Background: an optimization exercise with open tools, aiming at small area and a short achievable clock period. Do not read the settings as production practice.
Function was checked by simulation only, so behaviour that the tests miss may differ from the original.
Power figures rest on the tool's default switching activity, not on a simulated workload.

==> design.v <==
module booth_pp (input wire [15:0] a, b, output wire [71:0] pp);
  wire [16:0] bb = {b, 1'b0};
  wire neg0 = bb[2];
  wire one0 = bb[1] ^ bb[0];
  wire two0 = (bb[2] & ~bb[1] & ~bb[0]) | (~bb[2] & bb[1] & bb[0]);
  assign pp[0] = ((one0 & a[0]) | (two0 & 1'b0)) ^ neg0;
  assign pp[1] = ((one0 & a[1]) | (two0 & a[0])) ^ neg0;
  assign pp[2] = ((one0 & a[2]) | (two0 & a[1])) ^ neg0;
  assign pp[3] = ((one0 & a[3]) | (two0 & a[2])) ^ neg0;
  assign pp[4] = ((one0 & a[4]) | (two0 & a[3])) ^ neg0;
  assign pp[5] = ((one0 & a[5]) | (two0 & a[4])) ^ neg0;
  assign pp[6] = ((one0 & a[6]) | (two0 & a[5])) ^ neg0;
  assign pp[7] = ((one0 & a[7]) | (two0 & a[6])) ^ neg0;
  assign pp[8] = ((one0 & a[8]) | (two0 & a[7])) ^ neg0;
  assign pp[9] = ((one0 & a[9]) | (two0 & a[8])) ^ neg0;
  assign pp[10] = ((one0 & a[10]) | (two0 & a[9])) ^ neg0;
  assign pp[11] = ((one0 & a[11]) | (two0 & a[10])) ^ neg0;
  assign pp[12] = ((one0 & a[12]) | (two0 & a[11])) ^ neg0;
  assign pp[13] = ((one0 & a[13]) | (two0 & a[12])) ^ neg0;
  assign pp[14] = ((one0 & a[14]) | (two0 & a[13])) ^ neg0;
  assign pp[15] = ((one0 & a[15]) | (two0 & a[14])) ^ neg0;
  wire neg1 = bb[4];
  wire one1 = bb[3] ^ bb[2];
  wire two1 = (bb[4] & ~bb[3] & ~bb[2]) | (~bb[4] & bb[3] & bb[2]);
  assign pp[16] = ((one1 & a[0]) | (two1 & 1'b0)) ^ neg1;
  assign pp[17] = ((one1 & a[1]) | (two1 & a[0])) ^ neg1;
  assign pp[18] = ((one1 & a[2]) | (two1 & a[1])) ^ neg1;
  assign pp[19] = ((one1 & a[3]) | (two1 & a[2])) ^ neg1;
  assign pp[20] = ((one1 & a[4]) | (two1 & a[3])) ^ neg1;
  assign pp[21] = ((one1 & a[5]) | (two1 & a[4])) ^ neg1;
  assign pp[22] = ((one1 & a[6]) | (two1 & a[5])) ^ neg1;
  assign pp[23] = ((one1 & a[7]) | (two1 & a[6])) ^ neg1;
  assign pp[24] = ((one1 & a[8]) | (two1 & a[7])) ^ neg1;
  assign pp[25] = ((one1 & a[9]) | (two1 & a[8])) ^ neg1;
  assign pp[26] = ((one1 & a[10]) | (two1 & a[9])) ^ neg1;
  assign pp[27] = ((one1 & a[11]) | (two1 & a[10])) ^ neg1;
  assign pp[28] = ((one1 & a[12]) | (two1 & a[11])) ^ neg1;
  assign pp[29] = ((one1 & a[13]) | (two1 & a[12])) ^ neg1;
  wire neg2 = bb[6];
  wire one2 = bb[5] ^ bb[4];
  wire two2 = (bb[6] & ~bb[5] & ~bb[4]) | (~bb[6] & bb[5] & bb[4]);
  assign pp[30] = ((one2 & a[0]) | (two2 & 1'b0)) ^ neg2;
  assign pp[31] = ((one2 & a[1]) | (two2 & a[0])) ^ neg2;
  assign pp[32] = ((one2 & a[2]) | (two2 & a[1])) ^ neg2;
  assign pp[33] = ((one2 & a[3]) | (two2 & a[2])) ^ neg2;
  assign pp[34] = ((one2 & a[4]) | (two2 & a[3])) ^ neg2;
  assign pp[35] = ((one2 & a[5]) | (two2 & a[4])) ^ neg2;
  assign pp[36] = ((one2 & a[6]) | (two2 & a[5])) ^ neg2;
  assign pp[37] = ((one2 & a[7]) | (two2 & a[6])) ^ neg2;
  assign pp[38] = ((one2 & a[8]) | (two2 & a[7])) ^ neg2;
  assign pp[39] = ((one2 & a[9]) | (two2 & a[8])) ^ neg2;
  assign pp[40] = ((one2 & a[10]) | (two2 & a[9])) ^ neg2;
  assign pp[41] = ((one2 & a[11]) | (two2 & a[10])) ^ neg2;
  wire neg3 = bb[8];
  wire one3 = bb[7] ^ bb[6];
  wire two3 = (bb[8] & ~bb[7] & ~bb[6]) | (~bb[8] & bb[7] & bb[6]);
  assign pp[42] = ((one3 & a[0]) | (two3 & 1'b0)) ^ neg3;
  assign pp[43] = ((one3 & a[1]) | (two3 & a[0])) ^ neg3;
  assign pp[44] = ((one3 & a[2]) | (two3 & a[1])) ^ neg3;
  assign pp[45] = ((one3 & a[3]) | (two3 & a[2])) ^ neg3;
  assign pp[46] = ((one3 & a[4]) | (two3 & a[3])) ^ neg3;
  assign pp[47] = ((one3 & a[5]) | (two3 & a[4])) ^ neg3;
  assign pp[48] = ((one3 & a[6]) | (two3 & a[5])) ^ neg3;
  assign pp[49] = ((one3 & a[7]) | (two3 & a[6])) ^ neg3;
  assign pp[50] = ((one3 & a[8]) | (two3 & a[7])) ^ neg3;
  assign pp[51] = ((one3 & a[9]) | (two3 & a[8])) ^ neg3;
  wire neg4 = bb[10];
  wire one4 = bb[9] ^ bb[8];
  wire two4 = (bb[10] & ~bb[9] & ~bb[8]) | (~bb[10] & bb[9] & bb[8]);
  assign pp[52] = ((one4 & a[0]) | (two4 & 1'b0)) ^ neg4;
  assign pp[53] = ((one4 & a[1]) | (two4 & a[0])) ^ neg4;
  assign pp[54] = ((one4 & a[2]) | (two4 & a[1])) ^ neg4;
  assign pp[55] = ((one4 & a[3]) | (two4 & a[2])) ^ neg4;
  assign pp[56] = ((one4 & a[4]) | (two4 & a[3])) ^ neg4;
  assign pp[57] = ((one4 & a[5]) | (two4 & a[4])) ^ neg4;
  assign pp[58] = ((one4 & a[6]) | (two4 & a[5])) ^ neg4;
  assign pp[59] = ((one4 & a[7]) | (two4 & a[6])) ^ neg4;
  wire neg5 = bb[12];
  wire one5 = bb[11] ^ bb[10];
  wire two5 = (bb[12] & ~bb[11] & ~bb[10]) | (~bb[12] & bb[11] & bb[10]);
  assign pp[60] = ((one5 & a[0]) | (two5 & 1'b0)) ^ neg5;
  assign pp[61] = ((one5 & a[1]) | (two5 & a[0])) ^ neg5;
  assign pp[62] = ((one5 & a[2]) | (two5 & a[1])) ^ neg5;
  assign pp[63] = ((one5 & a[3]) | (two5 & a[2])) ^ neg5;
  assign pp[64] = ((one5 & a[4]) | (two5 & a[3])) ^ neg5;
  assign pp[65] = ((one5 & a[5]) | (two5 & a[4])) ^ neg5;
  wire neg6 = bb[14];
  wire one6 = bb[13] ^ bb[12];
  wire two6 = (bb[14] & ~bb[13] & ~bb[12]) | (~bb[14] & bb[13] & bb[12]);
  assign pp[66] = ((one6 & a[0]) | (two6 & 1'b0)) ^ neg6;
  assign pp[67] = ((one6 & a[1]) | (two6 & a[0])) ^ neg6;
  assign pp[68] = ((one6 & a[2]) | (two6 & a[1])) ^ neg6;
  assign pp[69] = ((one6 & a[3]) | (two6 & a[2])) ^ neg6;
  wire neg7 = bb[16];
  wire one7 = bb[15] ^ bb[14];
  wire two7 = (bb[16] & ~bb[15] & ~bb[14]) | (~bb[16] & bb[15] & bb[14]);
  assign pp[70] = ((one7 & a[0]) | (two7 & 1'b0)) ^ neg7;
  assign pp[71] = ((one7 & a[1]) | (two7 & a[0])) ^ neg7;
endmodule
module mul_tree (input wire [71:0] pp, input wire [7:0] neg, output wire [15:0] p);
  wire s0 = pp[10] ^ pp[24];
  wire c0 = pp[10] & pp[24];
  wire s1 = pp[11] ^ pp[25];
  wire c1 = pp[11] & pp[25];
  wire s2 = pp[12] ^ pp[26] ^ pp[38];
  wire c2 = (pp[12] & pp[26]) | (pp[12] & pp[38]) | (pp[26] & pp[38]);
  wire s3 = pp[48] ^ pp[56];
  wire c3 = pp[48] & pp[56];
  wire s4 = pp[13] ^ pp[27] ^ pp[39];
  wire c4 = (pp[13] & pp[27]) | (pp[13] & pp[39]) | (pp[27] & pp[39]);
  wire s5 = pp[49] ^ pp[57];
  wire c5 = pp[49] & pp[57];
  wire s6 = pp[14] ^ pp[28] ^ pp[40];
  wire c6 = (pp[14] & pp[28]) | (pp[14] & pp[40]) | (pp[28] & pp[40]);
  wire s7 = pp[50] ^ pp[58] ^ pp[64];
  wire c7 = (pp[50] & pp[58]) | (pp[50] & pp[64]) | (pp[58] & pp[64]);
  wire s8 = pp[68] ^ pp[70];
  wire c8 = pp[68] & pp[70];
  wire s9 = pp[15] ^ pp[29] ^ pp[41];
  wire s10 = pp[51] ^ pp[59] ^ pp[65];
  wire s11 = pp[69] ^ pp[71];
  wire s12 = pp[6] ^ pp[20];
  wire c12 = pp[6] & pp[20];
  wire s13 = pp[7] ^ pp[21];
  wire c13 = pp[7] & pp[21];
  wire s14 = pp[8] ^ pp[22] ^ pp[34];
  wire c14 = (pp[8] & pp[22]) | (pp[8] & pp[34]) | (pp[22] & pp[34]);
  wire s15 = pp[44] ^ pp[52];
  wire c15 = pp[44] & pp[52];
  wire s16 = pp[9] ^ pp[23] ^ pp[35];
  wire c16 = (pp[9] & pp[23]) | (pp[9] & pp[35]) | (pp[23] & pp[35]);
  wire s17 = pp[45] ^ pp[53];
  wire c17 = pp[45] & pp[53];
  wire s18 = s0 ^ pp[36] ^ pp[46];
  wire c18 = (s0 & pp[36]) | (s0 & pp[46]) | (pp[36] & pp[46]);
  wire s19 = pp[54] ^ pp[60] ^ neg[5];
  wire c19 = (pp[54] & pp[60]) | (pp[54] & neg[5]) | (pp[60] & neg[5]);
  wire s20 = s1 ^ pp[37] ^ pp[47];
  wire c20 = (s1 & pp[37]) | (s1 & pp[47]) | (pp[37] & pp[47]);
  wire s21 = pp[55] ^ pp[61] ^ c0;
  wire c21 = (pp[55] & pp[61]) | (pp[55] & c0) | (pp[61] & c0);
  wire s22 = s2 ^ s3 ^ pp[62];
  wire c22 = (s2 & s3) | (s2 & pp[62]) | (s3 & pp[62]);
  wire s23 = pp[66] ^ neg[6] ^ c1;
  wire c23 = (pp[66] & neg[6]) | (pp[66] & c1) | (neg[6] & c1);
  wire s24 = s4 ^ s5 ^ pp[63];
  wire c24 = (s4 & s5) | (s4 & pp[63]) | (s5 & pp[63]);
  wire s25 = pp[67] ^ c2 ^ c3;
  wire c25 = (pp[67] & c2) | (pp[67] & c3) | (c2 & c3);
  wire s26 = s6 ^ s7 ^ s8;
  wire c26 = (s6 & s7) | (s6 & s8) | (s7 & s8);
  wire s27 = neg[7] ^ c4 ^ c5;
  wire c27 = (neg[7] & c4) | (neg[7] & c5) | (c4 & c5);
  wire s28 = s9 ^ s10 ^ s11;
  wire s29 = c6 ^ c7 ^ c8;
  wire s30 = pp[4] ^ pp[18];
  wire c30 = pp[4] & pp[18];
  wire s31 = pp[5] ^ pp[19];
  wire c31 = pp[5] & pp[19];
  wire s32 = s12 ^ pp[32] ^ pp[42];
  wire c32 = (s12 & pp[32]) | (s12 & pp[42]) | (pp[32] & pp[42]);
  wire s33 = s13 ^ pp[33] ^ pp[43];
  wire c33 = (s13 & pp[33]) | (s13 & pp[43]) | (pp[33] & pp[43]);
  wire s34 = s14 ^ s15 ^ neg[4];
  wire c34 = (s14 & s15) | (s14 & neg[4]) | (s15 & neg[4]);
  wire s35 = s16 ^ s17 ^ c14;
  wire c35 = (s16 & s17) | (s16 & c14) | (s17 & c14);
  wire s36 = s18 ^ s19 ^ c16;
  wire c36 = (s18 & s19) | (s18 & c16) | (s19 & c16);
  wire s37 = s20 ^ s21 ^ c18;
  wire c37 = (s20 & s21) | (s20 & c18) | (s21 & c18);
  wire s38 = s22 ^ s23 ^ c20;
  wire c38 = (s22 & s23) | (s22 & c20) | (s23 & c20);
  wire s39 = s24 ^ s25 ^ c22;
  wire c39 = (s24 & s25) | (s24 & c22) | (s25 & c22);
  wire s40 = s26 ^ s27 ^ c24;
  wire c40 = (s26 & s27) | (s26 & c24) | (s27 & c24);
  wire s41 = s28 ^ s29 ^ c26;
  wire s42 = pp[2] ^ pp[16];
  wire c42 = pp[2] & pp[16];
  wire s43 = pp[3] ^ pp[17];
  wire c43 = pp[3] & pp[17];
  wire s44 = s30 ^ pp[30] ^ neg[2];
  wire c44 = (s30 & pp[30]) | (s30 & neg[2]) | (pp[30] & neg[2]);
  wire s45 = s31 ^ pp[31] ^ c30;
  wire c45 = (s31 & pp[31]) | (s31 & c30) | (pp[31] & c30);
  wire s46 = s32 ^ neg[3] ^ c31;
  wire c46 = (s32 & neg[3]) | (s32 & c31) | (neg[3] & c31);
  wire s47 = s33 ^ c12 ^ c32;
  wire c47 = (s33 & c12) | (s33 & c32) | (c12 & c32);
  wire s48 = s34 ^ c13 ^ c33;
  wire c48 = (s34 & c13) | (s34 & c33) | (c13 & c33);
  wire s49 = s35 ^ c15 ^ c34;
  wire c49 = (s35 & c15) | (s35 & c34) | (c15 & c34);
  wire s50 = s36 ^ c17 ^ c35;
  wire c50 = (s36 & c17) | (s36 & c35) | (c17 & c35);
  wire s51 = s37 ^ c19 ^ c36;
  wire c51 = (s37 & c19) | (s37 & c36) | (c19 & c36);
  wire s52 = s38 ^ c21 ^ c37;
  wire c52 = (s38 & c21) | (s38 & c37) | (c21 & c37);
  wire s53 = s39 ^ c23 ^ c38;
  wire c53 = (s39 & c23) | (s39 & c38) | (c23 & c38);
  wire s54 = s40 ^ c25 ^ c39;
  wire c54 = (s40 & c25) | (s40 & c39) | (c25 & c39);
  wire s55 = s41 ^ c27 ^ c40;
  wire [15:0] x = {s55, s54, s53, s52, s51, s50, s49, s48, s47, s46, s45, s44, s43, s42, pp[1], pp[0]};
  wire [15:0] y = {c54, c53, c52, c51, c50, c49, c48, c47, c46, c45, c44, c43, c42, neg[1], 1'b0, neg[0]};
  assign p = x + y;
endmodule
module alu (input wire [2:0] op, input wire [15:0] a, b,
  output wire [15:0] s, g, o_or, p, sh, shrq, output wire cout);
  wire binv = op[0];
  wire [15:0] bx = b ^ {16{binv}};
  assign g = a & bx;
  assign p = a ^ bx;
  wire [15:0] c;    
  bk16 bk (g, p, binv, c);
  assign s = p ^ {c[14:0], binv};
  assign o_or = a | ~p;
  assign cout = c[15];
  wire [3:0] n = b[3:0];
  wire [15:0] ar;
  genvar k;
  generate for (k = 0; k < 16; k = k + 1) begin : rv
    assign ar[k] = a[15-k];
  end endgenerate
  wire [15:0] si = op[0] ? ar : a;
  assign sh = si << n;
  wire [15:0] shr;
  generate for (k = 0; k < 16; k = k + 1) begin : rv2
    assign shr[k] = sh[15-k];
  end endgenerate
  assign shrq = {shr[15:10], shr[9] & (n != 4'd6), shr[8] & (n != 4'd7), shr[7:0]};
endmodule
module bk16 (input wire [15:0] g, p, input wire ci, output wire [15:0] c);
  wire [15:0] g0 = {g[15:1], g[0] | (p[0] & ci)};
  wire [7:0] g1, p1;
  genvar k;
  generate for (k = 0; k < 8; k = k + 1) begin : l1
    assign g1[k] = g0[2*k+1] | (p[2*k+1] & g0[2*k]);
    assign p1[k] = p[2*k+1] & p[2*k];
  end endgenerate
  wire [3:0] g2, p2;
  generate for (k = 0; k < 4; k = k + 1) begin : l2
    assign g2[k] = g1[2*k+1] | (p1[2*k+1] & g1[2*k]);
    assign p2[k] = p1[2*k+1] & p1[2*k];
  end endgenerate
  wire [1:0] g3, p3;
  generate for (k = 0; k < 2; k = k + 1) begin : l3
    assign g3[k] = g2[2*k+1] | (p2[2*k+1] & g2[2*k]);
    assign p3[k] = p2[2*k+1] & p2[2*k];
  end endgenerate
  wire g4 = g3[1] | (p3[1] & g3[0]);
  assign c[0] = g0[0];
  assign c[1] = g1[0];
  assign c[3] = g2[0];
  assign c[7] = g3[0];
  assign c[15] = g4;
  assign c[11] = g2[2] | (p2[2] & c[7]);
  assign c[5] = g1[2] | (p1[2] & c[3]);
  assign c[9] = g1[4] | (p1[4] & c[7]);
  assign c[13] = g1[6] | (p1[6] & c[11]);
  assign c[2] = g0[2] | (p[2] & c[1]);
  assign c[4] = g0[4] | (p[4] & c[3]);
  assign c[6] = g0[6] | (p[6] & c[5]);
  assign c[8] = g0[8] | (p[8] & c[7]);
  assign c[10] = g0[10] | (p[10] & c[9]);
  assign c[12] = g0[12] | (p[12] & c[11]);
  assign c[14] = g0[14] | (p[14] & c[13]);
endmodule
module reg_file (input wire clk, input wire [7:1] we, input wire [15:0] wdata,
  input wire [2:0] ra, rb, output wire [15:0] qa, qb);
  reg [15:0] r [1:7];
  integer n;
  always @(posedge clk)
    for (n = 1; n < 8; n = n + 1)
      if (we[n]) r[n] <= wdata;
  wire [7:1] sa, sb;
  genvar i;
  generate for (i = 1; i < 8; i = i + 1) begin : dec
    assign sa[i] = (ra == i);
    assign sb[i] = (rb == i);
  end endgenerate
  assign qa = ({16{sa[1]}} & r[1]) | ({16{sa[2]}} & r[2]) | ({16{sa[3]}} & r[3]) | ({16{sa[4]}} & r[4]) |
              ({16{sa[5]}} & r[5]) | ({16{sa[6]}} & r[6]) | ({16{sa[7]}} & r[7]);
  assign qb = ({16{sb[1]}} & r[1]) | ({16{sb[2]}} & r[2]) | ({16{sb[3]}} & r[3]) | ({16{sb[4]}} & r[4]) |
              ({16{sb[5]}} & r[5]) | ({16{sb[6]}} & r[6]) | ({16{sb[7]}} & r[7]);
endmodule
module mproc (input wire clk, reset, input wire [15:0] d_in, output wire [6:0] addr, output wire [15:0] d_out);
  reg pa, pb, pc_;           
  reg [15:0] ir;             
  reg op0;                   
  reg carry;
  reg [6:0] pc;
  reg [15:0] opa, opb;
  reg [71:0] pp;             
  always @(posedge clk) begin
    pa  <= reset | pc_;
    pb  <= ~reset & pa;
    pc_ <= ~reset & pb;
  end
  always @(posedge clk) ir <= d_in;
  always @(posedge clk)
    if (reset) op0 <= 1'b0;
    else if (pb) op0 <= d_in[9];
  wire ld = ir[15];
  wire is_alu = (ir[15:12] == 4'b0000);
  wire wr = ld | is_alu;
  wire [2:0] rd = ir[8:6];
  wire [2:0] op = {ir[11:10], op0};
  wire [15:0] r_sum, r_and, r_or, r_xor, r_shl, r_shr, mul;
  wire cout;
  alu alu_0 (op, opa, opb, r_sum, r_and, r_or, r_xor, r_shl, r_shr, cout);
  mul_tree mul_0 (pp, {opb[15], opb[13], opb[11], opb[9], opb[7], opb[5], opb[3], opb[1]}, mul);
  always @(posedge clk) carry <= cout;
  wire exe = pc_ & ~reset;
  wire xa = exe & is_alu;
  wire s_ld  = exe & ld;
  wire s_add = xa & (op[2:1] == 2'd0);
  wire s_and = xa & (op == 3'd2);
  wire s_or  = xa & (op == 3'd3);
  wire s_xor = xa & (op == 3'd4);
  wire s_mul = xa & (op == 3'd5);
  wire s_shl = xa & (op == 3'd6);
  wire s_shr = xa & (op == 3'd7);
  wire [15:0] res = ({16{s_ld}} & d_in) | ({16{s_add}} & r_sum) | ({16{s_and}} & r_and) |
                    ({16{s_or}} & r_or) | ({16{s_xor}} & r_xor) | ({16{s_shl}} & r_shl) |
                    ({16{s_shr}} & r_shr);
  wire [15:0] wdata = res | ({16{s_mul}} & mul);
  wire wen = pc_ & wr;
  wire [7:1] we;
  genvar i;
  generate for (i = 1; i < 8; i = i + 1) begin : g_we
    assign we[i] = reset | (wen & (rd == i));
  end endgenerate
  wire [15:0] qa, qb;
  reg_file rf (clk, we, wdata, d_in[2:0], d_in[5:3], qa, qb);
  wire [71:0] pp_n;
  booth_pp ppg (qa, qb, pp_n);
  always @(posedge clk) pp <= pp_n;
  wire ldop = pb & ~reset;
  wire fwa = wen & (rd == ir[2:0]) & (rd != 3'd0);
  wire fwb = wen & (rd == ir[5:3]) & (rd != 3'd0);
  wire [15:0] opa_d = wdata | ({16{ldop}} & qa);
  wire [15:0] opb_d = wdata | ({16{ldop}} & qb);
  always @(posedge clk) begin
    if (ldop | reset | fwa) opa <= opa_d;
    if (ldop | reset | fwb) opb <= opb_d;
  end
  wire j = pc_ & ir[14] & carry;
  wire [6:0] delta = ld ? (j ? 7'h7f : 7'h01) : (j ? (~ir[6:0] + 7'h01) : 7'h00);
  always @(posedge clk)
    if (reset) pc <= 7'h00;
    else if (pa) pc <= pc + 7'h01;
    else if (pc_) pc <= pc + delta;
  assign addr = pc;
  assign d_out = opa;
endmodule
==> flow/run.sh <==
#!/bin/bash
set -euo pipefail
MARGIN=6.35
sed -e "s/SETUP_SLACK_MARGIN=[0-9.]*/SETUP_SLACK_MARGIN=$MARGIN/" \
    -e "s|CLKGATE_MAP_FILE= |CLKGATE_MAP_FILE= 'BUFFER_PORTS_ARGS=-buffer_cell sky130_fd_sc_hd__buf_2' |" \
    standard.sh > my_standard.sh
bash my_standard.sh > layout.log 2>&1
==> standard.sh <==
#!/bin/bash
# synth_recipe.tcl (not shown) runs the flow's synth.tcl, then flattens the netlist and writes it again
# the make line also repeats each setting of config.mk as NAME=value (left out here)
make -C /OpenROAD-flow-scripts/flow DESIGN_CONFIG=/design/flow/config.mk WORK_HOME=/design/flow/orfs CLKGATE_MAP_FILE= SYNTH_SCRIPT=/design/flow/synth_recipe.tcl "${@:-finish}"
==> config.mk <==
export PLATFORM = sky130hd
export DESIGN_NAME = mproc
export DESIGN_NICKNAME = mproc
export VERILOG_FILES = /design/flow/design.v
export SDC_FILE = /design/flow/constraint.sdc
export NUM_CORES = 4
export LEC_CHECK = 0
export ABC_AREA = 1
export CAP_MARGIN = 20
export CORE_MARGIN = 2
export CORE_UTILIZATION = 40
export CTS_BUF_LIST = sky130_fd_sc_hd__clkbuf_8
export CTS_CLUSTER_SIZE = 16
export PLACE_DENSITY = 0.75
export SETUP_SLACK_MARGIN = 5
export SLEW_MARGIN = 20
==> constraint.sdc <==
create_clock -name core_clock -period 10.0 [get_ports {clk}]
set_input_delay 2.0000 -clock core_clock [delete_from_list [all_inputs] [get_ports {clk}]]
set_output_delay 2.0000 -clock core_clock [all_outputs]
set_load 0.01 [all_outputs]
==> results.json, run 1 <==
{
  "status": "no timing/DRC/antenna violations",
  "start_kind": "flop",
  "tightest_slew_ns": 0.902,
  "fillers": 3622,
  "fin_nets": 2288,
  "drive_gt1_share_pct": 16.4,
  "cts_tree": "done",
  "drc_errors": 0,
  "crit_chain": "inv_2 -> fa_1 -> inv_1 -> fa_1 -> fa_1 -> inv_1 -> fa_1 -> inv_2 -> ha_4 -> a21oi_2 -> inv_2 -> a31oi_1 -> nand3_2 -> inv_2 -> nand2_2 -> nand3_4 -> nand2_8",
  "rsz0062_at_grt": "yes",
  "drt_first_pass_iters": 5,
  "grt_pass1_vias": 14600,
  "slowest_stage": "fa_1",
  "yosysTopAreaCell": "edfxtp_1",
  "die_area_sq_um": 41300,
  "internal-power_w": 0.00255,
  "area_growth_pct": 17.9,
  "synth.ff_latch_count": 243,
  "cts-buffers-inserted": 41,
  "required_ns": 10.29,
  "route.vias.total": 15300,
  "synth.cell_area_sq_um": 15900,
  "min_period_ns": 3.94,
  "num_antenna_cells": 0,
  "overflow": 0,
  "coreArea_sq_um": 38900,
  "crit_type": "flop to flop",
  "p_total_w": 0.00444,
  "power.density_nw_per_um2": 237,
  "critical_path.max_fanout": 7,
  "synth-main-ff-cell": "edfxtp_1",
  "utilization_pct": 48.1,
  "power_frac_clock_pct": 20.0,
  "clk_pin_slew_ns": 0.06,
  "p_leak_nw": 8.76,
  "gp_congestion": 1.03,
  "clockBufferDepth": 3,
  "routed_wl_um": 54600,
  "drt-initial-drc-count": 1929,
  "pwr-share-comb_pct": 52.3,
  "stdcell_count": 2707,
  "maxSlewHeadroom_pct": 39.2,
  "grt_usage_pct": 25.7,
  "boundaryPins": 41,
  "placed_cells": 2576,
  "cpPeakStageDelay_ns": 0.52,
  "routedWlPerCell_um": 20.2,
  "synth_edf_count": 144,
  "crit_path_end_kind": "flop",
  "fin_tns_setup_ns": 0,
  "yosysTopAreaCellShare_pct": 27.2,
  "cts_sinks": 243,
  "peakVddDrop_v": 0.000311,
  "critical-path-top-delay-family": "adder cells",
  "antenna_found_initial": 0,
  "root_buffer": "clkbuf_8",
  "grt_pass1_wl_um": 82400,
  "avgViaCountPerCell": 5.66,
  "dp_hpwl_um": 38500,
  "insertion_delay_ns": 0.57,
  "drv_cap": 0,
  "dieWidth_um": 203,
  "htree_levels": 2,
  "syn_inst": 2066,
  "grt_max_degree": 38,
  "worstPathArrival_ns": 4.23,
  "power_switching_w": 0.00189,
  "swShare_pct": 42.5,
  "slew_viol_final": 0,
  "die_y_um": 203,
  "rows": 72,
  "fmax_mhz": 254,
  "initial_utilization_pct": 40.8,
  "cp_num_buf_inv": 6,
  "fin_worst_skew_ns": 0.0322,
  "finalHoldViolations": 0,
  "setup-violations-final": 0,
  "yosysSeqAreaShare_pct": 39.7,
  "synth_common_cells": "nand2_1 (622), inv_1 (246), nand3_1 (235), edfxtp_1 (144), nor2_1 (138)",
  "cts_hold_buf": 0,
  "min_path_type": "flop to flop",
  "min_period_over_period_pct": 39.4,
  "syn_nets": 2196,
  "yosysMostFrequentCell": "nand2_1",
  "synth.distinct_cells": 49,
  "io_buffers": 40,
  "synth_area_leaders": "edfxtp_1 (27%), nand2_1 (15%), dfxtp_1 (12%)",
  "yosysWarnings": 3,
  "postSynth.asyncResetShare_pct": 0,
  "syn_avg_cell_area_sq_um": 7.68,
  "p_seq_share_pct": 27.6,
  "ant_nets": 0
}
routing by layer:
layer | global-route usage, % | vias to the layer above | part of all wire (%)
met3 | 6.15 | 211 | 12
li1 | - | 7000 | -
met2 | 39.9 | 916 | 44
met5 | 0 | - | 0
met4 | 13.6 | 0 | 5.4
met1 | 33.4 | 7197 | 39
metrics by stage:
| step | hold WS [ns] | area, sq um | setup WS [ns] |
|---|---|---|---|
| 4_1_cts | 0.464 | 18100 | 6.09 |
| 3_3_place_gp | 0.457 | 16600 | 5.30 |
| 2_1_floorplan | 0.438 | 15900 | 6.36 |
| 5_1_grt | 0.499 | 18700 | 5.91 |
| 3_5_place_dp | 0.455 | 16600 | 5.28 |
| 6_report | 0.462 | 18700 | 6.06 |
final timing paths:
| path | startpoint | slack, ns | cells after the start | to |
|---|---|---|---|---|
| worst max register to register | pp[12]$_DFF_P_ | 6.06 | 17 | rf.r[7][15]$_DFFE_PP_ |
| worst max-delay path | pp[12]$_DFF_P_ | 6.06 | 17 | rf.r[7][15]$_DFFE_PP_ |
| worst min register to register | pa$_DFF_P_ | 0.46 | 2 | pb$_DFF_P_ |
| worst min-delay path | pa$_DFF_P_ | 0.46 | 2 | pb$_DFF_P_ |
layout make-up:
cell class	count	area, sq um	area share, %
Inverter	271	1070	5.71
Clock buffer	45	619	3.31
Tap cell	518	648	3.47
Timing Repair Buffer	111	788	4.21
Multi-Input combinational cell	1490	9080	48.6
Sequential cell	243	6310	33.8
Clock inverter	29	180	0.963
cells by family (layout without fill, tap and decap cells):
family / after synthesis / in the layout / share of synthesized area (%)
buffers and inverters: 335 / 456 / 8.21
xor gates and xnor gates: 49 / 50 / 2.80
DFF: 243 / 243 / 39.7
adders and majority gates: 112 / 112 / 11.0
and+or+nand+nor: 1100 / 1101 / 29.8
AOI/OAI and AO/OA: 227 / 227 / 8.47
worst reg2reg max path, delay by kind of cell (launching register included):
kind	cells	cell delay (ns)
AO/OA/AOI/OAI	2	0.29
buffers and inverters	6	0.32
flip-flops	1	0.32
AND/OR/NAND/NOR	4	0.50
adder cells (fa/ha/maj)	5	2.26
power by group through the flow:
stage	sequential, W	combinational, W	clock, W
final	0.00123	0.00232	0.000889
after global placement	0.00125	0.00156	0
after detailed placement	0.00125	0.00160	0
after global routing	0.00123	0.00255	0.000940
after CTS	0.00122	0.00195	0.000896
after floorplan	0.00122	0.00119	0
sequential cells by signal (all words and copies together), names as in the netlist:
register  cells
pp           72
opa          16
rf.r        112
pc            7
ir           15
carry         1
op0           1
pa            1
pc_           1
pb            1
opb          16
cells in the final DEF, fill, tap and decap left out, drive strengths merged, types with 15 or more instances in the layout:
cell    netlist  routed
clkbuf       38      46
nand3       244     244
a21oi        66      66
clkinv        2      15
buf          26     110
nor3         18      18
o21ai        78      78
nor2        141     141
xor2         39      40
nand4        41      41
inv         269     277
fa           45      45
dfxtp        99      99
o22ai        25      25
nand2       628     629
ha           67      67
edfxtp      144     144
timing repair:
action                                 4_1_cts  5_1_grt
cloned                                       0        2
pin swaps                                   20       38
endpoints found under the hold margin        0        0
setup endpoints to repair                  204      188
gates resized for setup                     92       98
setup buffers                               30       25
==> run 2, diff against run 1 <==
--- a/config.mk
+++ b/config.mk
@@ -11,6 +11,6 @@
 export CORE_UTILIZATION = 40
 export CTS_BUF_LIST = sky130_fd_sc_hd__clkbuf_8
 export CTS_CLUSTER_SIZE = 16
-export PLACE_DENSITY = 0.75
+export GPL_ROUTABILITY_DRIVEN = 0
 export SETUP_SLACK_MARGIN = 5
 export SLEW_MARGIN = 20
==> results.json, run 2 <==
{
  "grt_busiest_layer": "met2",
  "cts-buffers-inserted": 44,
  "layout_commonest_cell": "nand2_1",
  "initial_utilization_pct": 40.8,
  "status": "no timing/DRC/antenna violations",
  "grt_usage_pct": 25.8,
  "fin_worst_skew_ns": 0.0283,
  "routed_wl_um": 54700,
  "synth_edf_count": 144,
  "rows": 72,
  "cp-startpoint": "pp[50]$_DFF_P_",
  "grt_pass1_wl_um": 81200,
  "yosysTopAreaCell": "edfxtp_1",
  "cts_tree": "done",
  "htree_levels": 2,
  "critical_path.max_fanout": 7,
  "route.vias.total": 15100,
  "worst-path-stages": 14,
  "syn_avg_cell_area_sq_um": 7.68,
  "dp_hpwl_um": 38700,
  "r2r_start": "pp[50]$_DFF_P_",
  "boundaryPins": 41,
  "finalHoldViolations": 0,
  "antenna_found_initial": 0,
  "min_period_over_period_pct": 39.5,
  "reg.largest.list": "rf.r (112), pp (72)",
  "drive_gt1_share_pct": 16.0,
  "cp_common_cell": "fa_1",
  "avgViaCountPerCell": 5.57,
  "ant_nets": 0,
  "syn_inst": 2066,
  "start_kind": "flop",
  "cts_hold_buf": 0,
  "grtUsageMet3_pct": 6.49,
  "routedWlPerCell_um": 20.2,
  "postSynth.asyncResetShare_pct": 0,
  "fmax_mhz": 253,
  "cp_num_buf_inv": 3,
  "dieWidth_um": 203,
  "drv_cap": 0,
  "yosysWarnings": 3,
  "rr_endpoint": "rf.r[7][15]$_DFFE_PP_",
  "synth.ff_latch_count": 243,
  "clk_pin_slew_ns": 0.06,
  "worstPathArrival_ns": 4.29,
  "coreArea_sq_um": 38900,
  "clockBufferDepth": 3,
  "grt_max_degree": 35,
  "synth-main-ff-cell": "edfxtp_1",
  "rr_worst_depth": 14,
  "crit_chain": "fa_1 -> inv_1 -> fa_1 -> fa_1 -> fa_1 -> inv_1 -> ha_4 -> inv_1 -> nor3_1 -> nand2_1 -> nand3_2 -> nand3_1 -> nand3_4 -> nand2_8",
  "crit_type": "flop to flop",
  "utilization_pct": 48.1,
  "crit_path_end_kind": "flop",
  "fin_nets": 2285,
  "critical-path-top-delay-family": "adder cells",
  "tightest_slew_ns": 1.12,
  "slew_viol_final": 0,
  "setup-violations-final": 0,
  "drc_errors": 0,
  "r2r_slack_ns": 6.05,
  "peakVddDrop_v": 0.000272,
  "die_area_sq_um": 41300,
  "synth.cell_area_sq_um": 15900,
  "use_met2_pct": 40.0,
  "drt_first_pass_iters": 6,
  "fin_tns_setup_ns": 0,
  "p_leak_nw": 8.75,
  "largest_reg_flops": 112,
  "syn_nets": 2196,
  "die_y_um": 203,
  "drt-initial-drc-count": 1717,
  "synth_common_cells": "nand2_1 (622), inv_1 (246), nand3_1 (235), edfxtp_1 (144), nor2_1 (138)",
  "final_cell_mix": "nand2_1 (593), inv_1 (245), nand3_1 (210)",
  "area_growth_pct": 18.0,
  "yosysMostFrequentCell": "nand2_1",
  "cpPeakStageDelay_ns": 0.58,
  "max_flop_register": "rf.r",
  "slowest_stage": "fa_1",
  "multi_input_area_sq_um": 9030,
  "cts_sinks": 243,
  "crit_end": "rf.r[7][15]$_DFFE_PP_",
  "place_area_sq_um": 16700,
  "rsz0062_at_grt": "yes",
  "power.density_nw_per_um2": 237,
  "p_total_w": 0.00444,
  "synth.distinct_cells": 49,
  "regArea_sq_um": 6310,
  "min_path_type": "flop to flop",
  "yosysSeqAreaShare_pct": 39.7,
  "overflow": 0,
  "final_area_sq_um": 18700,
  "required_ns": 10.33,
  "io_buffers": 40,
  "insertion_delay_ns": 0.63,
  "synth_area_leaders": "edfxtp_1 (27%), nand2_1 (15%), dfxtp_1 (12%)",
  "root_buffer": "clkbuf_8",
  "yosysTopAreaCellShare_pct": 27.2,
  "maxSlewHeadroom_pct": 25.3,
  "grt_util_met1_pct": 34.7,
  "min_period_ns": 3.95,
  "fillers": 3806,
  "grt_pass1_vias": 13900
}
run 2: metrics by stage:
step           hold slack, ns  setup slack, ns  std cells
2_1_floorplan           0.438             6.36       2066
3_3_place_gp            0.461             5.18       2574
3_5_place_dp            0.461             5.06       2575
4_1_cts                 0.458             6.07       2680
5_1_grt                 0.469             5.92       2708
6_report                0.459             6.05       2709
run 2: tightest hold or removal path, cell delays in order (launching register included):
cell and delay [ns]:
dfxtp_1 0.32, inv_1 0.07, nor2_1 0.04
run 2: worst min-delay path by stage:
stage / depth (start not counted) / from / endpoint
floorplan: 2 / pa$_DFF_P_ / pb$_DFF_P_
global placement: 2 / pa$_DFF_P_ / pb$_DFF_P_
detailed placement: 2 / pa$_DFF_P_ / pb$_DFF_P_
CTS: 2 / pa$_DFF_P_ / pb$_DFF_P_
global route: 2 / pa$_DFF_P_ / pb$_DFF_P_
finish: 2 / pa$_DFF_P_ / pb$_DFF_P_
run 2: final cells by class:
cell class | instances | share of cell area, %
timing repair buffer | 105 | 3.85
multi-input combinational | 1489 | 48.2
sequential | 243 | 33.7
clock buffer | 52 | 3.82
timing repair inverter | 1 | 0.0267
inverter | 271 | 5.70
tap | 518 | 3.46
antenna | 1 | 0.0134
clock inverter | 29 | 1.18
run 2: repair_timing:
item,in CTS,in global routing
pin swaps,17,26
cloned,0,2
gates resized for setup,71,100
buffers inserted,24,26
endpoints found under the setup margin,198,185
run 2: cells by family (layout without fill, tap and decap cells):
family / count (synthesis) / after routing / share of synthesized area (%)
AND/OR/NAND/NOR: 1100 / 1101 / 29.8
other: 0 / 1 / 0
XOR/XNOR: 49 / 49 / 2.80
adder cells (fa/ha/maj): 112 / 112 / 11.0
flip-flops: 243 / 243 / 39.7
AO/OA/AOI/OAI: 227 / 227 / 8.47
buffers and inverters: 335 / 458 / 8.21
run 2: metal layers:
layer | vias up | routed length (um)
li1 | 6995 | -
met1 | 7164 | 22400
met2 | 792 | 24200
met3 | 148 | 5930
met4 | 0 | 2150
met5 | - | 0
run 2: where the power goes:
| part | internal, W | switching [W] | total (W) | leakage, nW |
|---|---|---|---|---|
| logic | 0.000858 | 0.00134 | 0.00220 | 5.90 |
| registers | 0.00116 | 0.0000659 | 0.00122 | 2.33 |
| clock network | 0.000556 | 0.000461 | 0.00102 | 0.515 |
| total | 0.00257 | 0.00187 | 0.00444 | 8.75 |
==> run 3, diff against run 2 <==
--- a/config.mk
+++ b/config.mk
@@ -11,6 +11,5 @@
 export CORE_UTILIZATION = 40
 export CTS_BUF_LIST = sky130_fd_sc_hd__clkbuf_8
 export CTS_CLUSTER_SIZE = 16
-export GPL_ROUTABILITY_DRIVEN = 0
 export SETUP_SLACK_MARGIN = 5
 export SLEW_MARGIN = 20
==> results.json, run 3 <==
{
  "synth.distinct_cells": 49,
  "yosysWarnings": 3,
  "multi_input_area_sq_um": 8910,
  "holdCritStartpoint": "pa$_DFF_P_",
  "crit_end": "rf.r[3][15]$_DFFE_PP_",
  "routedWlPerCell_um": 20.4,
  "drive_gt1_share_pct": 14.5,
  "final_cell_mix": "nand2_1 (596), inv_1 (253), nand3_1 (213)",
  "maxSlewHeadroom_pct": 48.6,
  "synth_area_leaders": "edfxtp_1 (27%), nand2_1 (15%), dfxtp_1 (12%)",
  "power.density_nw_per_um2": 230,
  "rr_worst_depth": 17,
  "final_area_sq_um": 18400,
  "die_y_um": 203,
  "r2r_start": "pp[12]$_DFF_P_",
  "regArea_sq_um": 6310,
  "reg.largest.list": "rf.r (112), pp (72)",
  "p_seq_share_pct": 28.8,
  "postSynth.asyncResetShare_pct": 0,
  "fmax_mhz": 258,
  "htree_levels": 2,
  "dieWidth_um": 203,
  "max_flop_register": "rf.r",
  "dp_hpwl_um": 39500,
  "rows": 72,
  "initial_utilization_pct": 40.8,
  "cts-buffers-inserted": 45,
  "num_antenna_cells": 0,
  "fin_nets": 2271,
  "cts_tree": "done",
  "gp_congestion": 0.973,
  "drt_first_pass_iters": 6,
  "grt_pass1_wl_um": 82900,
  "internal-power_w": 0.00245,
  "synth-main-ff-cell": "edfxtp_1",
  "cts_sinks": 243,
  "boundaryPins": 41,
  "synth_edf_count": 144,
  "p_total_w": 0.00425,
  "grt_pass1_vias": 14200,
  "largest_reg_flops": 112,
  "critical_path.max_fanout": 7,
  "clockBufferDepth": 3,
  "finalHoldViolations": 0,
  "pwr-share-comb_pct": 48.6,
  "area_growth_pct": 16.1,
  "yosysSeqAreaShare_pct": 39.7,
  "min_period_over_period_pct": 38.7,
  "fin_worst_skew_ns": 0.0679,
  "cts_hold_buf": 0,
  "grt_max_degree": 35,
  "crit_type": "flop to flop",
  "status": "no timing/DRC/antenna violations",
  "rsz0062_at_grt": "yes",
  "worstPathArrival_ns": 4.19,
  "grt_usage_pct": 26.5,
  "coreArea_sq_um": 38900,
  "power_switching_w": 0.00179,
  "setup-violations-final": 0,
  "insertion_delay_ns": 0.65,
  "syn_avg_cell_area_sq_um": 7.68,
  "synth.ff_latch_count": 243,
  "peakVddDrop_v": 0.000161,
  "place_area_sq_um": 16700,
  "io_buffers": 40,
  "fin_tns_setup_ns": 0,
  "layout_commonest_cell": "nand2_1",
  "slew_viol_final": 0,
  "avgViaCountPerCell": 5.52,
  "fillers": 3801,
  "tightest_slew_ns": 0.763,
  "root_buffer": "clkbuf_8",
  "crit_path_end_kind": "flop",
  "synth_common_cells": "nand2_1 (622), inv_1 (246), nand3_1 (235), edfxtp_1 (144), nor2_1 (138)",
  "yosysTopAreaCell": "edfxtp_1",
  "p_leak_nw": 8.67,
  "start_kind": "flop",
  "min_period_ns": 3.87,
  "clk_pin_slew_ns": 0.06,
  "syn_inst": 2066,
  "syn_nets": 2196,
  "yosysMostFrequentCell": "nand2_1",
  "min_path_type": "flop to flop",
  "power_frac_clock_pct": 22.6,
  "cp-startpoint": "pp[12]$_DFF_P_",
  "drt-initial-drc-count": 1488,
  "die_area_sq_um": 41300,
  "ant_nets": 0,
  "synth.cell_area_sq_um": 15900,
  "required_ns": 10.31,
  "routed_wl_um": 55100,
  "drc_errors": 0,
  "drv_cap": 0,
  "rr_endpoint": "rf.r[3][15]$_DFFE_PP_",
  "route.vias.total": 14900,
  "swShare_pct": 42.2,
  "r2r_slack_ns": 6.13,
  "overflow": 0,
  "yosysTopAreaCellShare_pct": 27.2,
  "antenna_found_initial": 0
}
## run 3: worst min path at each step
stage                      end  slack (ns)  cells after the start
global placement    pb$_DFF_P_        0.45                      2
finish              pb$_DFF_P_        0.47                      2
CTS                 pb$_DFF_P_        0.47                      2
detailed placement  pb$_DFF_P_        0.46                      2
floorplan           pb$_DFF_P_        0.44                      2
global route        pb$_DFF_P_        0.50                      2
## run 3: logic make-up after synthesis
kind of cell | count (synthesis) | synth area share [%]
simple gates | 1100 | 29.8
buf+inv | 335 | 8.21
flops | 243 | 39.7
compound gates | 227 | 8.47
fa+ha+maj | 112 | 11.0
xor+xnor | 49 | 2.80
## run 3: power groups by stage
stage	clock, W	combinational (W)	sequential [W]
final	0.000960	0.00206	0.00122
after global routing	0.00102	0.00229	0.00123
after CTS	0.000975	0.00186	0.00122
after detailed placement	0	0.00160	0.00125
after global placement	0	0.00159	0.00125
after floorplan	0	0.00119	0.00122
## run 3: final cells by class
| type | count | share of cell area [%] |
|---|---|---|
| timing repair buffer | 92 | 3.40 |
| clock buffer | 49 | 3.66 |
| sequential | 243 | 34.3 |
| clock inverter | 32 | 1.07 |
| tap | 518 | 3.52 |
| multi-input combinational | 1488 | 48.3 |
| inverter | 271 | 5.74 |
## run 3: worst max-delay path, cell delays in order, from the launching register on
cell and delay, ns:
dfxtp_2 0.32, inv_2 0.03, fa_1 0.52, inv_1 0.05
fa_1 0.46, fa_1 0.51, inv_2 0.04, fa_1 0.50
inv_2 0.05, ha_4 0.24, a21oi_2 0.13, inv_2 0.05
a31oi_1 0.15, nand3_2 0.16, inv_2 0.08, nand2_2 0.06
nand3_4 0.11, nand2_8 0.09
## run 3: per-layer routing
metal / vias up / global-route usage, % / wire length (um)
li1: 6975 / - / -
met1: 7017 / 35.5 / 23200
met2: 729 / 41.3 / 24300
met3: 135 / 5.23 / 5240
met4: 0 / 12.1 / 2290
met5: - / 0 / 0
## run 3: repair_timing
action,CTS,global route
pin swaps,21,31
setup endpoints to repair,184,167
buffers inserted,20,16
resized for setup,71,82
## run 3: through the flow
step           setup slack [ns]  util (%)  cells  hold WS [ns]
6_report                   6.13      47.4   2693         0.473
5_1_grt                    5.97      47.4   2693         0.497
4_1_cts                    6.07      46.2   2676         0.470
3_5_place_dp               5.21      42.8   2575         0.463
3_3_place_gp               5.27      42.8   2575         0.451
2_1_floorplan              6.36         -   2066         0.438
==> run 4, diff against run 3 <==
--- a/config.mk
+++ b/config.mk
@@ -9,7 +9,5 @@
 export CAP_MARGIN = 20
 export CORE_MARGIN = 2
 export CORE_UTILIZATION = 40
-export CTS_BUF_LIST = sky130_fd_sc_hd__clkbuf_8
-export CTS_CLUSTER_SIZE = 16
 export SETUP_SLACK_MARGIN = 5
 export SLEW_MARGIN = 20
==> results.json, run 4 <==
{
  "status": "no timing/DRC/antenna violations",
  "drive_gt1_share_pct": 14.7,
  "fmax_mhz": 254,
  "syn_avg_cell_area_sq_um": 7.68,
  "final_area_sq_um": 18600,
  "crit_end": "rf.r[3][15]$_DFFE_PP_",
  "synth_area_leaders": "edfxtp_1 (27%), nand2_1 (15%), dfxtp_1 (12%)",
  "drt-initial-drc-count": 1432,
  "die_y_um": 203,
  "yosysMostFrequentCell": "nand2_1",
  "dieWidth_um": 203,
  "postSynth.asyncResetShare_pct": 0,
  "die_area_sq_um": 41300,
  "synth.cell_area_sq_um": 15900,
  "peakVddDrop_v": 0.000190,
  "boundaryPins": 41,
  "min_path_type": "flop to flop",
  "synth_edf_count": 144,
  "coreArea_sq_um": 38900,
  "dp_hpwl_um": 39500,
  "cts_sinks": 243,
  "start_kind": "flop",
  "area_growth_pct": 17.4,
  "grt_max_degree": 35,
  "routed_wl_um": 54700,
  "reg.largest.list": "rf.r (112), pp (72)",
  "cp-startpoint": "pp[12]$_DFF_P_",
  "grt_pass1_vias": 14100,
  "syn_inst": 2066,
  "htree_levels": 1,
  "insertion_delay_ns": 0.57,
  "yosysTopAreaCellShare_pct": 27.2,
  "largest_reg_flops": 112,
  "rr_worst_depth": 17,
  "synth_common_cells": "nand2_1 (622), inv_1 (246), nand3_1 (235), edfxtp_1 (144), nor2_1 (138)",
  "clockBufferDepth": 3,
  "ant_nets": 0,
  "yosysSeqAreaShare_pct": 39.7,
  "layout_commonest_cell": "nand2_1",
  "min_period_ns": 3.93,
  "critical_path.max_fanout": 7,
  "routedWlPerCell_um": 20.5,
  "fin_worst_skew_ns": 0.0310,
  "drt_first_pass_iters": 6,
  "p_leak_nw": 8.70,
  "gp_congestion": 0.973,
  "overflow": 0,
  "min_period_over_period_pct": 39.3,
  "yosysWarnings": 3,
  "crit_type": "flop to flop",
  "final_cell_mix": "nand2_1 (595), inv_1 (233), nand3_1 (212)",
  "tightest_slew_ns": 1.13,
  "r2r_start": "pp[12]$_DFF_P_",
  "num_antenna_cells": 0,
  "setup-violations-final": 0,
  "yosysTopAreaCell": "edfxtp_1",
  "clk_pin_slew_ns": 0.06,
  "max_flop_register": "rf.r",
  "rsz0062_at_grt": "yes",
  "rr_endpoint": "rf.r[3][15]$_DFFE_PP_",
  "power.density_nw_per_um2": 237,
  "avgViaCountPerCell": 5.58,
  "synth-main-ff-cell": "edfxtp_1",
  "required_ns": 10.26,
  "synth.ff_latch_count": 243,
  "antenna_found_initial": 1,
  "io_buffers": 40,
  "syn_nets": 2196,
  "slew_viol_final": 0,
  "worstPathArrival_ns": 4.19,
  "utilization_pct": 47.9,
  "grt_pass1_wl_um": 82400,
  "fin_nets": 2263,
  "drc_errors": 0,
  "grt_usage_pct": 26.1,
  "root_buffer": "clkbuf_16",
  "initial_utilization_pct": 40.8,
  "drv_cap": 0,
  "r2r_slack_ns": 6.07,
  "maxSlewHeadroom_pct": 24.8,
  "cts_tree": "done",
  "synth.distinct_cells": 49,
  "route.vias.total": 14900,
  "place_area_sq_um": 16700,
  "cts-buffers-inserted": 27,
  "fin_tns_setup_ns": 0,
  "rows": 72,
  "finalHoldViolations": 0,
  "crit_path_end_kind": "flop"
}
run 4: cell counts after synthesis:
No cell type changed its count.
run 4: worst max-delay path, cell delays in order, from the launching register on:
cell and delay [ns]:
dfxtp_2 0.32, inv_2 0.03, fa_1 0.53, inv_1 0.05
fa_1 0.46, fa_1 0.51, inv_2 0.04, fa_1 0.51
inv_2 0.06, ha_4 0.26, a21oi_2 0.14, inv_2 0.06
a31oi_1 0.16, nand3_2 0.16, inv_2 0.08, nand2_2 0.06
nand3_4 0.13, nand2_8 0.09
run 4: cell families (layout without fill, tap and decap cells):
kind of cell	count (synthesis)	in the layout	share of synthesized area (%)
fa+ha+maj	112	112	11.0
flops	243	243	39.7
buf+inv	335	423	8.21
simple gates	1100	1100	29.8
compound gates	227	227	8.47
xor+xnor	49	49	2.80
run 4: cell type report:
type,instances,area [sq um]
clock buffer,39,805
clock inverter,11,110
sequential,243,6310
tap,518,648
fill,3758,20300
inverter,271,1060
timing repair inverter,1,7.51
timing repair buffer,101,716
multi-input combinational,1488,8980
run 4: worst min-delay path by stage:
stage,from,to,slack (ns),depth (start not counted)
2_1_floorplan,pa$_DFF_P_,pb$_DFF_P_,0.44,2
3_3_place_gp,pa$_DFF_P_,pb$_DFF_P_,0.45,2
3_5_place_dp,pa$_DFF_P_,pb$_DFF_P_,0.46,2
4_1_cts,pa$_DFF_P_,pb$_DFF_P_,0.47,2
5_1_grt,pa$_DFF_P_,pb$_DFF_P_,0.50,2
6_report,pa$_DFF_P_,pb$_DFF_P_,0.47,2
run 4: power by group:
group          leakage, nW  total (W)  switching [W]  internal, W
Sequential            2.33    0.00122      0.0000676      0.00116
Combinational         5.91    0.00215        0.00130     0.000849
Clock                0.455    0.00104       0.000424     0.000611
run 4: routing by layer:
layer	wire length [um]	global-route usage [%]	up-vias
li1	-	-	6942
met1	23500	36.0	7168
met2	24600	41.3	680
met3	4590	3.55	115
met4	2040	10.8	2
met5	13	0	-
run 4: per-stage QoR:
| step | std cells | hold slack, ns | setup slack, ns | power, W |
|---|---|---|---|---|
| after floorplan | 2066 | 0.438 | 6.36 | 0.00241 |
| after global placement | 2575 | 0.451 | 5.27 | 0.00284 |
| after detailed placement | 2575 | 0.463 | 5.21 | 0.00285 |
| after CTS | 2647 | 0.471 | 6.11 | 0.00418 |
| after global routing | 2672 | 0.502 | 5.95 | 0.00470 |
| final | 2672 | 0.471 | 6.07 | 0.00441 |
run 4: repair_timing:
| item | in CTS | in global routing |
|---|---|---|
| pin swaps | 12 | 25 |
| endpoints found under the hold margin | 0 | 0 |
| endpoints found under the setup margin | 191 | 182 |
| gates cloned | 0 | 1 |
| gates resized for setup | 79 | 87 |
| buffers inserted | 22 | 24 |
| hold buffers | 0 | 0 |

## separate check: timing with driven ports
The results above use ideal ports. As a check the final layouts listed here were re-extracted and re-timed, cells and wires unchanged.
Step 1 (the two cells are an assumption about what drives the block):
set clk [get_ports {clk}]
set_driving_cell -lib_cell sky130_fd_sc_hd__clkbuf_16 $clk
set_driving_cell -lib_cell sky130_fd_sc_hd__buf_2 [delete_from_list [all_inputs] $clk]
Step 2 adds t to the input delays and takes it off the output delays; t is the mean of the earliest and latest rising clock arrival at the registers after step 1. Input paths then give back, and output paths get back, about the clock's delay inside the block.
Three values: ideal ports, drivers, drivers and shift; two values: the first two.
run | t, ns | slack for setup (ns) | worst hold slack (ns)
run 1 | 0.601 | 6.056 / 6.056 / 5.769 | 0.462 / 0.462 / 0.462
run 2 | 0.657 | 6.047 / 6.047 / 5.711 | 0.459 / 0.459 / 0.459
run 3 | 0.666 | 6.126 / 6.126 / 5.743 | 0.473 / 0.473 / 0.473
run 4 | 0.605 | 6.069 / 6.069 / 5.800 | 0.471 / 0.471 / 0.471
After both steps setup and hold are still met in every run listed. The setup slack of run 3, which loses most, moves by 0.000 ns with the drivers and by -0.383 ns with both steps.
